From an optimization exercise on the open Yosys and OpenROAD flow, aimed at small area and a short achievable clock period; shortcuts taken in it are not production practice.
The RTL was checked by simulation tests, not by an equivalence proof against the original design.
The clock port is modelled as an ideal driver; clocking choices that lean on that would not hold on a real chip.
No activity file was given, so power comes from the tool's default toggle rates.

==> flow/design.v <==
module sync_fifo
(
input               clk,
input               rst_n,
input               wen,
input   [15:0]      data_in,
output              full,
input               ren,
output  [15:0]      data_out,
output              empty
);
reg  [15:0] wr_oh;
reg  [15:0] rd_oh;
reg         full_r;
reg         nempty_r;
reg  [15:0] mem [0:15];
reg  [15:0] data_out_r;
assign full     = full_r;
assign empty    = ~nempty_r;
assign data_out = data_out_r;
wire push = wen & ~full_r;
wire pop  = ren & nempty_r;
wire [15:0] wr_oh1     = {wr_oh[14:0], wr_oh[15]};
wire [15:0] rd_oh1     = {rd_oh[14:0], rd_oh[15]};
wire        last_word  = |(rd_oh1 & wr_oh);
wire        last_space = |(wr_oh1 & rd_oh);
always @(posedge clk or negedge rst_n)
begin
    if (!rst_n) begin
        wr_oh    <= 16'd1;
        rd_oh    <= 16'd1;
        full_r   <= 1'b0;
        nempty_r <= 1'b0;
    end else begin
        if (push) wr_oh <= wr_oh1;
        if (pop)  rd_oh <= rd_oh1;
        if (push)
            nempty_r <= 1'b1;
        else if (pop)
            nempty_r <= ~last_word;
        if (pop)
            full_r <= 1'b0;
        else if (push)
            full_r <= last_space;
    end
end
reg [15:0] rd_word;
integer k;
always @*
begin
    rd_word = 16'd0;
    for (k = 0; k < 16; k = k + 1)
        rd_word = rd_word | (mem[k] & {16{rd_oh[k]}});
end
genvar i;
generate
    for (i = 0; i < 16; i = i + 1) begin : row
        always @(posedge clk)
            if (wr_oh[i] & ~full_r)
                mem[i] <= data_in;
    end
endgenerate
always @(posedge clk)
    if (pop)
        data_out_r <= rd_word;
endmodule
export LEC_CHECK = 0
export CAP_MARGIN = 20
export CORE_MARGIN = 2
export CORE_UTILIZATION = 55
export SETUP_SLACK_MARGIN = 1.7
export SLEW_MARGIN = 20
create_clock -name core_clock -period 3.5 [get_ports {clk}]
run.sh (not shown) runs the stock make flow with config.mk's settings and CLKGATE_MAP_FILE= SYNTH_SCRIPT=/design/flow/synth_recipe.tcl, a recipe that flattens the netlist after the stock synthesis.
The baseline passed the timing, DRC and antenna checks.
Edit:
CORE_UTILIZATION = 65   (was 55)
CTS_CLUSTER_DIAMETER = 100   (was not set)
CTS_CLUSTER_SIZE = 30   (was not set)
PLACE_DENSITY = 0.7   (was not set)
SETUP_SLACK_MARGIN = 1.75   (was 1.7)
The new run finished clean.
Hold slack gains 0.0048 ns.
Cell area shrinks by a few percent.
Global-route usage grows by 4.6 points.
Core utilization grows by 8.9 points.
Maximum frequency grows slightly.
Routed wire length grows slightly.
Count of clock-buffer cells in the layout shrinks by 11.
Setup slack gains 0.014 ns.
Non-clock buffer count grows by 16.
First-iteration DRC count grows by well over a third.
Edit:
CORE_UTILIZATION = 60   (was 65)
PLACE_DENSITY = not set   (was 0.7)
SETUP_SLACK_MARGIN = 1.8   (was 1.75)
The changed run produced a clean layout.
Setup slack gets better by 0.025 ns.
Clock skew is lower by 0.0041 ns.
Clock power stays flat.
Edit:
CORE_UTILIZATION = 55   (was 60)
SETUP_SLACK_MARGIN = 1.7   (was 1.8)
Effect: The new run produced a clean layout. Clock power is about the same. First-iteration DRC count falls by 16%. Final cell count rises by 3.6%. Critical path depth does not change. Cell area falls by 0.61%. Fmax rises by 0.39%. Wire length falls by 1.1%.

Another version of the RTL of sync_fifo (not shown whole).
Size in the first run: roughly 620 cells after synthesis, about 300 flip-flops, about 38 I/O pins, about 11,000 µm² of cells after synthesis.
==> flow/config.mk <==
export PLATFORM = sky130hd
export DESIGN_NAME = sync_fifo
export DESIGN_NICKNAME = sync_fifo
export VERILOG_FILES = /design/flow/design.v
export SDC_FILE = /design/flow/constraint.sdc
export NUM_CORES = 4
export LEC_CHECK = 0
export CAP_MARGIN = 20
export CORE_MARGIN = 2
export CORE_UTILIZATION = 55
export CTS_CLUSTER_DIAMETER = 100
export CTS_CLUSTER_SIZE = 30
export SETUP_SLACK_MARGIN = 1.8
export SLEW_MARGIN = 20
==> flow/constraint.sdc <==
create_clock -name core_clock -period 3.5 [get_ports {clk}]
set_input_delay 0.7000 -clock core_clock [delete_from_list [all_inputs] [get_ports {clk}]]
set_output_delay 0.7000 -clock core_clock [all_outputs]
set_load 0.01 [all_outputs]
The first run completed without violations.
==> next run, changes <==
--- a/flow/config.mk
+++ b/flow/config.mk
@@ -12,3 +12,3 @@
 export CTS_CLUSTER_SIZE = 30
-export SETUP_SLACK_MARGIN = 1.8
+export SETUP_SLACK_MARGIN = 1.7
 export SLEW_MARGIN = 20
Outcome:
- setup slack is worse by 0.020 ns
- design area falls by 1.5%
- register-to-register slack is worse by 0.11 ns
- clock skew barely changes
- count of clock-buffer cells in the layout rises by 1
- non-clock buffer count falls by 21
- global-route usage falls by 0.46 points
- total power rises by 0.38%
==> next run, changes <==
--- a/flow/config.mk
+++ b/flow/config.mk
@@ -10,4 +10,4 @@
 export CORE_UTILIZATION = 55
-export CTS_CLUSTER_DIAMETER = 100
-export CTS_CLUSTER_SIZE = 30
+export CTS_CLUSTER_DIAMETER = 80
+export CTS_CLUSTER_SIZE = 20
 export SETUP_SLACK_MARGIN = 1.7
Total power is higher by 5.6%.
Final cell count is higher by 0.75%.
Clock skew is higher by 0.0052 ns.
Die area is unchanged.
==> next run, changes <==
--- a/flow/config.mk
+++ b/flow/config.mk
@@ -10,5 +10,5 @@
 export CORE_UTILIZATION = 55
-export CTS_CLUSTER_DIAMETER = 80
-export CTS_CLUSTER_SIZE = 20
-export SETUP_SLACK_MARGIN = 1.7
+export CTS_CLUSTER_DIAMETER = 100
+export CTS_CLUSTER_SIZE = 30
+export SETUP_SLACK_MARGIN = 1.6
 export SLEW_MARGIN = 20
Effect: Hold slack is about the same. Synthesized cell count is unchanged. Sequential power barely changes. Clock power goes down by 15%. Die area stays the same. Final area fell by about 1.3%. Via count decreases by about 1.7%. First-iteration DRC count is higher by 5.9%.

Setup of v24:
sync_fifo again, from the RTL that the note above started with.
export LEC_CHECK = 0
export CAP_MARGIN = 20
export CORE_MARGIN = 2
export CORE_UTILIZATION = 55
export CTS_CLUSTER_DIAMETER = 100
export CTS_CLUSTER_SIZE = 30
export SETUP_SLACK_MARGIN = 1.85
export SLEW_MARGIN = 20
create_clock -name core_clock -period 3.5 [get_ports {clk}]
standard.sh (not shown) runs the stock make flow with config.mk's settings and CLKGATE_MAP_FILE= SYNTH_SCRIPT=/design/flow/synth_recipe.tcl, a recipe that flattens the netlist after the stock synthesis.
==> flow/flow/run.sh <==
#!/bin/bash
# The standard layout (the standard.sh: standard synthesis, floorplan,
# placement, CTS, routing, finish) with one change, made by a hook at the end
# of the CTS step (post_cts.tcl):
# - the clock tree's upper levels are replaced by CLOCK_ROOTS buffers fed
#   straight from the clock port, each driving the nearest leaf buffers, so
#   the registers get their clock through two buffers, all at the same time;
set -euo pipefail
here=$(pwd)
export POST_CTS_TCL="$here/flow/post_cts.tcl"
export CLOCK_ROOTS=3
export EARLY_REGS="rd_oh* wr_hi* wr_lo*"
bash standard.sh > "$here/standard.log" 2>&1
==> flow/flow/post_cts.tcl <==
# Sourced by ORFS's cts.tcl (POST_CTS_TCL) after CTS and its timing repair.
# Replaces the clock tree's upper levels by CLOCK_ROOTS buffers fed straight
# from the clock port; each drives the leaf buffers nearest to it (k-means on
# the leaf buffers' positions). Then legalizes and repairs timing again.

proc restructure_clock {K} {
  set block [ord::get_db_block]
  set clknet [[$block findBTerm clk] getNet]
  set leaves {}
  set upper {}
  foreach inst [$block getInsts] {
    set n [$inst getName]
    if {[string match clkbuf_leaf_* $n]} {
      lappend leaves $inst
    } elseif {[string match clkbuf_* $n]} {
      lappend upper $inst
    }
  }
  set n [llength $leaves]
  if {$n < $K || [llength $upper] == 0} {
    puts "restructure_clock: $n leaf buffers, [llength $upper] upper buffers; tree left as it is"
    return
  }
  set pts {}
  foreach l $leaves {
    set b [$l getBBox]
    lappend pts [list [expr {([$b xMin] + [$b xMax]) / 2.0}] [expr {([$b yMin] + [$b yMax]) / 2.0}]]
  }
  # k-means, seeded by the leaves sorted by angle around their centre
  set cx 0.0; set cy 0.0
  foreach p $pts { set cx [expr {$cx + [lindex $p 0]}]; set cy [expr {$cy + [lindex $p 1]}] }
  set cx [expr {$cx / $n}]; set cy [expr {$cy / $n}]
  set ang {}
  foreach p $pts { lappend ang [list [expr {atan2([lindex $p 1] - $cy, [lindex $p 0] - $cx)}] $p] }
  set ang [lsort -real -index 0 $ang]
  set cents {}
  for {set k 0} {$k < $K} {incr k} { lappend cents [lindex [lindex $ang [expr {int(($k + 0.5) * $n / $K)}]] 1] }
  set asg {}
  for {set it 0} {$it < 100} {incr it} {
    set asg {}
    foreach p $pts {
      set best 0; set bd 1e30
      for {set k 0} {$k < $K} {incr k} {
        set c [lindex $cents $k]
        set d [expr {pow([lindex $p 0] - [lindex $c 0], 2) + pow([lindex $p 1] - [lindex $c 1], 2)}]
        if {$d < $bd} { set bd $d; set best $k }
      }
      lappend asg $best
    }
    set new {}
    for {set k 0} {$k < $K} {incr k} {
      set sx 0.0; set sy 0.0; set c 0
      foreach p $pts a $asg {
        if {$a == $k} { set sx [expr {$sx + [lindex $p 0]}]; set sy [expr {$sy + [lindex $p 1]}]; incr c }
      }
      if {$c > 0} { lappend new [list [expr {$sx / $c}] [expr {$sy / $c}]] } else { lappend new [lindex $cents $k] }
    }
    set cents $new
  }
  # every load of an upper-level buffer must be a buffer of the tree or a
  # dummy load; otherwise leave the tree as it is
  foreach u $upper {
    foreach it [[[$u findITerm X] getNet] getITerms] {
      set m [[$it getInst] getName]
      if {[$it getInst] ne $u && ![string match clkbuf_* $m] && ![string match clkload* $m]} {
        puts "restructure_clock: $m hangs on an upper level; tree left as it is"
        return
      }
    }
  }
  foreach u $upper {
    set onet [[$u findITerm X] getNet]
    foreach it [$onet getITerms] {
      set i [$it getInst]
      if {$i eq $u} continue
      if {[string match clkload* [$i getName]]} { odb::dbInst_destroy $i } else { $it disconnect }
    }
    odb::dbInst_destroy $u
    odb::dbNet_destroy $onet
  }
  set master [[ord::get_db] findMaster sky130_fd_sc_hd__clkbuf_16]
  for {set k 0} {$k < $K} {incr k} {
    set cnt 0
    foreach a $asg { if {$a == $k} { incr cnt } }
    if {$cnt == 0} continue
    set b [odb::dbInst_create $block $master clkroot_$k]
    set net [odb::dbNet_create $block clknet_root_$k]
    $net setSigType CLOCK
    [$b findITerm A] connect $clknet
    [$b findITerm X] connect $net
    set c [lindex $cents $k]
    $b setLocation [expr {int([lindex $c 0])}] [expr {int([lindex $c 1])}]
    $b setPlacementStatus PLACED
    foreach l $leaves a $asg { if {$a == $k} { [$l findITerm A] connect $net } }
    puts "restructure_clock: clkroot_$k drives $cnt leaf buffers"
  }
}


# Useful skew for the paths between registers: the registers whose names
# match EARLY_REGS (the FIFO pointers, which start the longest register-to-
# register paths and feed no output) get their clock from one buffer fed
# straight from the clock port, so it reaches them one buffer level earlier.
proc early_clock {patterns} {
  set block [ord::get_db_block]
  set clknet [[$block findBTerm clk] getNet]
  set sinks {}
  foreach inst [$block getInsts] {
    set n [$inst getName]
    foreach p $patterns {
      if {[string match $p $n]} {
        set ck [$inst findITerm CLK]
        if {$ck ne "NULL" && $ck ne ""} { lappend sinks $ck }
        break
      }
    }
  }
  if {[llength $sinks] == 0} { puts "early_clock: no registers match"; return }
  set sx 0.0; set sy 0.0
  foreach ck $sinks {
    set b [[$ck getInst] getBBox]
    set sx [expr {$sx + ([$b xMin] + [$b xMax]) / 2.0}]
    set sy [expr {$sy + ([$b yMin] + [$b yMax]) / 2.0}]
  }
  set n [llength $sinks]
  set master [[ord::get_db] findMaster sky130_fd_sc_hd__clkbuf_16]
  set b [odb::dbInst_create $block $master clkearly]
  set net [odb::dbNet_create $block clknet_early]
  $net setSigType CLOCK
  [$b findITerm A] connect $clknet
  [$b findITerm X] connect $net
  $b setLocation [expr {int($sx / $n)}] [expr {int($sy / $n)}]
  $b setPlacementStatus PLACED
  foreach ck $sinks { $ck disconnect; $ck connect $net }
  puts "early_clock: clkearly drives $n registers"
  # leaf buffers left without loads
  foreach inst [$block getInsts] {
    if {[string match clkbuf_leaf_* [$inst getName]]} {
      set onet [[$inst findITerm X] getNet]
      if {[llength [$onet getITerms]] <= 1} {
        [$inst findITerm A] disconnect
        odb::dbInst_destroy $inst
        odb::dbNet_destroy $onet
        puts "early_clock: removed an empty leaf buffer"
      }
    }
  }
}

restructure_clock $::env(CLOCK_ROOTS)
if {[info exists ::env(EARLY_REGS)]} { early_clock $::env(EARLY_REGS) }
detailed_placement
estimate_parasitics -placement
report_clock_latency -clock [all_clocks]
repair_timing_helper
detailed_placement
check_placement -verbose
estimate_parasitics -placement
report_clock_latency -clock [all_clocks]
puts "post_cts: setup WNS [worst_slack -max], hold WNS [worst_slack -min]"
v24 finished all stages; the layout is clean.
The inputs of v51 differ from those of v24 as listed below.
# v24
export LEC_CHECK = 0
export CAP_MARGIN = 20
export CORE_MARGIN = 2
export CORE_UTILIZATION = 55
export CTS_CLUSTER_DIAMETER = 100
export CTS_CLUSTER_SIZE = 30
export SETUP_SLACK_MARGIN = 1.85
export SLEW_MARGIN = 20
create_clock -name core_clock -period 3.5 [get_ports {clk}]
# v51
export LEC_CHECK = 0
export CAP_MARGIN = 20
export CORE_MARGIN = 2
export CORE_UTILIZATION = 55
export CTS_CLUSTER_DIAMETER = 100
export CTS_CLUSTER_SIZE = 30
export SETUP_SLACK_MARGIN = 1.8
export SLEW_MARGIN = 20
create_clock -name core_clock -period 3.5 [get_ports {clk}]
==> flow/flow/run.sh <==
#!/bin/bash
# The standard layout (the standard.sh: standard synthesis, floorplan,
# placement, CTS, routing, finish) with one change, made by a hook at the end
# of the CTS step (post_cts.tcl): the clock tree's upper levels are replaced by
# a few buffers fed straight from the clock port, each driving the nearest leaf
# buffers. Every register still gets its clock through two buffers, with the
# same arrival time for all of them; only the tree's depth shrinks.
set -euo pipefail
here=$(pwd)
export POST_CTS_TCL="$here/flow/post_cts.tcl"
export CLOCK_ROOTS=4
bash standard.sh > "$here/standard.log" 2>&1
-- flow/flow/post_cts.tcl --
<<< v24, line 97
}


# Useful skew for the paths between registers: the registers whose names
# match EARLY_REGS (the FIFO pointers, which start the longest register-to-
# register paths and feed no output) get their clock from one buffer fed
# straight from the clock port, so it reaches them one buffer level earlier.
proc early_clock {patterns} {
  set block [ord::get_db_block]
  set clknet [[$block findBTerm clk] getNet]
  set sinks {}
  foreach inst [$block getInsts] {
    set n [$inst getName]
    foreach p $patterns {
      if {[string match $p $n]} {
        set ck [$inst findITerm CLK]
        if {$ck ne "NULL" && $ck ne ""} { lappend sinks $ck }
        break
      }
    }
  }
  if {[llength $sinks] == 0} { puts "early_clock: no registers match"; return }
  set sx 0.0; set sy 0.0
  foreach ck $sinks {
    set b [[$ck getInst] getBBox]
    set sx [expr {$sx + ([$b xMin] + [$b xMax]) / 2.0}]
    set sy [expr {$sy + ([$b yMin] + [$b yMax]) / 2.0}]
  }
  set n [llength $sinks]
  set master [[ord::get_db] findMaster sky130_fd_sc_hd__clkbuf_16]
  set b [odb::dbInst_create $block $master clkearly]
  set net [odb::dbNet_create $block clknet_early]
  $net setSigType CLOCK
  [$b findITerm A] connect $clknet
  [$b findITerm X] connect $net
  $b setLocation [expr {int($sx / $n)}] [expr {int($sy / $n)}]
  $b setPlacementStatus PLACED
  foreach ck $sinks { $ck disconnect; $ck connect $net }
  puts "early_clock: clkearly drives $n registers"
  # leaf buffers left without loads
  foreach inst [$block getInsts] {
    if {[string match clkbuf_leaf_* [$inst getName]]} {
      set onet [[$inst findITerm X] getNet]
      if {[llength [$onet getITerms]] <= 1} {
        [$inst findITerm A] disconnect
        odb::dbInst_destroy $inst
        odb::dbNet_destroy $onet
        puts "early_clock: removed an empty leaf buffer"
      }
    }
  }
}

restructure_clock $::env(CLOCK_ROOTS)
if {[info exists ::env(EARLY_REGS)]} { early_clock $::env(EARLY_REGS) }
detailed_placement
estimate_parasitics -placement
>>> v51, line 97
}

restructure_clock $::env(CLOCK_ROOTS)
detailed_placement
estimate_parasitics -placement
Results
- v51 | stages: all done | timing, DRC, antenna: all pass
- edfxtp_1 as the slowest cell on the critical path was reported by v24, and dfrtp_2 by v51.
- The faster design of the two is v24; v51 tops out lower.
- v51 vs. v24: combinational power now smaller, cell-internal power comparable.
Here is what was changed in the inputs of v41 compared with v51.
-- flow/flow/run.sh --
<<< v51, line 6
# buffers. Every register still gets its clock through two buffers, with the
# same arrival time for all of them; only the tree's depth shrinks.
set -euo pipefail
here=$(pwd)
export POST_CTS_TCL="$here/flow/post_cts.tcl"
export CLOCK_ROOTS=4
bash standard.sh > "$here/standard.log" 2>&1
>>> v41, line 6
# buffers. Every register still gets its clock through two buffers, with the
# same arrival time for all of them; only the tree's depth shrinks.
# The port buffers are buf_2 cells (BUFFER_PORTS_ARGS).
set -euo pipefail
here=$(pwd)
export POST_CTS_TCL="$here/flow/post_cts.tcl"
export CLOCK_ROOTS=4
export BUFFER_PORTS_ARGS="-buffer_cell sky130_fd_sc_hd__buf_2"
bash standard.sh > "$here/standard.log" 2>&1
Notes after the runs:
As far as number of sequential storage elements goes, v41 and v51 are indistinguishable; the numbers are identical.
On worst relative slew slack: between v41 and v51, it ends up higher for v51.
v41 vs v51, slowest cell on the critical path: dfrtp_4 vs dfrtp_2
Between v51 and v41, the clock power does not differ in any meaningful way.
The relative contribution of the clock network to total power reported for v41 is greater than that of v51 by 0.2 points.
v41 reports a lower relative contribution of combinational cells to total power than v51 does.
Re number of signal-net inverters in the final layout: no difference whatsoever between v41 and v51.
v41 and v51 all finish clean.
diff inputs: v41 => v49
# v41
export LEC_CHECK = 0
export CAP_MARGIN = 20
export CORE_MARGIN = 2
export CORE_UTILIZATION = 55
export CTS_CLUSTER_DIAMETER = 100
export CTS_CLUSTER_SIZE = 30
export SETUP_SLACK_MARGIN = 1.8
export SLEW_MARGIN = 20
create_clock -name core_clock -period 3.5 [get_ports {clk}]
# v49
export LEC_CHECK = 0
export CAP_MARGIN = 20
export CORE_MARGIN = 2
export CORE_UTILIZATION = 55
export CTS_CLUSTER_DIAMETER = 100
export CTS_CLUSTER_SIZE = 30
export SETUP_SLACK_MARGIN = 1.9
export SLEW_MARGIN = 20
create_clock -name core_clock -period 3.5 [get_ports {clk}]
==> flow/flow/run.sh <==
#!/bin/bash
# The standard layout (the standard.sh: standard synthesis, floorplan,
# placement, CTS, routing, finish) with one change, made by a hook at the end
# of the CTS step (post_cts.tcl): the clock tree's upper levels are replaced by
# a few buffers fed straight from the clock port, each driving the nearest leaf
# buffers. Every register still gets its clock through two buffers, with the
# same arrival time for all of them; only the tree's depth shrinks.
# Sizing may also swap a cell for one of another footprint (MATCH_CELL_FOOTPRINT=0).
set -euo pipefail
here=$(pwd)
export POST_CTS_TCL="$here/flow/post_cts.tcl"
export CLOCK_ROOTS=4
bash standard.sh MATCH_CELL_FOOTPRINT=0 finish > "$here/standard.log" 2>&1
==> comparison <==
| combinational share of power | lower: v41 |
Global-route wire length before repair (v49 vs. v41) increases by a few percent
Switching power of the nets sits lower in v49 than in v41.
Register-to-register slack (lower): v41
v41 ended up with fewer cell instances than v49 did.
Edits applied to the flow inputs when going from v49 to v43:
==> flow/flow/run.sh <==
#!/bin/bash
# The standard layout (the standard.sh: standard synthesis, floorplan,
# placement, CTS, routing, finish) with one change, made by a hook at the end
# of the CTS step (post_cts.tcl): the clock tree's upper levels are replaced by
# a few buffers fed straight from the clock port, each driving the nearest leaf
# buffers. Every register still gets its clock through two buffers, with the
# same arrival time for all of them; only the tree's depth shrinks.
set -euo pipefail
here=$(pwd)
export POST_CTS_TCL="$here/flow/post_cts.tcl"
export CLOCK_ROOTS=4
bash standard.sh > "$here/standard.log" 2>&1
[summary]
- v49 and v43 ended up with nearly the same register-to-register slack.
- Compared v43 against v49; fraction of area in registers within noise.
- Any difference in footprint of the multi-input gates between v49 and v43 is small enough to ignore.
- Summary of v43 over v49: aggregate routed wire length -94 um; signed area change from the synthesized netlist to the final layout ~0 delta; cell area ~0 delta.
- The async set or reset register ratio after synthesis of v49 and that of v43 are within noise of each other.
- From v43 to v49, basic-gate share of the synthesized area counting and, or, nand and nor cells did not move at all.
- Comparing v49 against v43, there is no change at all in last weighted congestion value of the routability-driven placer.
Inputs modified between v43 and v13:
# v43
export LEC_CHECK = 0
export CAP_MARGIN = 20
export CORE_MARGIN = 2
export CORE_UTILIZATION = 55
export CTS_CLUSTER_DIAMETER = 100
export CTS_CLUSTER_SIZE = 30
export SETUP_SLACK_MARGIN = 1.9
export SLEW_MARGIN = 20
create_clock -name core_clock -period 3.5 [get_ports {clk}]
# v13
export LEC_CHECK = 0
export CAP_MARGIN = 20
export CORE_MARGIN = 2
export CORE_UTILIZATION = 55
export CTS_CLUSTER_DIAMETER = 100
export CTS_CLUSTER_SIZE = 30
export SETUP_SLACK_MARGIN = 1.85
export SLEW_MARGIN = 20
create_clock -name core_clock -period 3.5 [get_ports {clk}]
## What came out
- Register share of the cell area for v13 is higher than for v43.
- Delta (v13 minus v43): total number of multi-input combinational cells ~0 delta; area growth from synthesis to final layout -4.4 points; share of the clock period used by the worst path -0.22 points; final non-filler cell total -0.62%; global-route usage -1.4 points.
- For wire length on met3, dividing the value from v13 by the value from v43 gives 0.78.

[separate check: timing with driven ports]
How much do the figures lean on ideal ports? The routed layouts below were timed once more, with nothing changed but the port constraints.
Step 1: set_driving_cell puts a clkbuf_16 on clk and a buf_2 on each other input, an assumption about the parent block.
Step 2 also shifts input and output timing later by t, the mid clock arrival at the registers, as if the neighbouring blocks saw the same clock.
Slacks: ideal ports / drivers / drivers and shift; pairs: ideal ports / drivers.
run	t (ns)	slack for setup (ns)	worst slew at a driven data input, ns
the first run of note 1	0.597	1.644 / 1.596 / 1.339	0.06
the second run of note 1	0.522	1.657 / 1.612 / 1.429	0.04
the third run of note 1	0.525	1.682 / 1.640 / 1.319	0.04
the fourth run of note 1	0.522	1.689 / 1.645 / 1.354	0.06
the first run of note 2	0.537	1.716 / 1.667 / 1.429	0.05
the second run of note 2	0.531	1.696 / 1.652 / 1.316	0.05
the third run of note 2	0.546	1.697 / 1.651 / 1.309	0.06
the fourth run of note 2	0.530	1.598 / 1.598 / 1.329	0.06
v24	0.337	1.899 / 1.809 / 1.636	0.05
v51	0.405	1.846 / 1.749 / 1.613	0.05
v41	0.398	1.818 / 1.783 / 1.573	0.05
v49	0.403	1.855 / 1.800 / 1.677	0.03
v43	0.402	1.851 / 1.798 / 1.618	0.03
v13	0.402	1.858 / 1.788 / 1.588	0.05
After both steps every run listed still meets setup and hold. For the third run of note 2, which loses most, drivers alone change the setup slack by -0.046 ns; drivers and shift together by -0.388 ns.
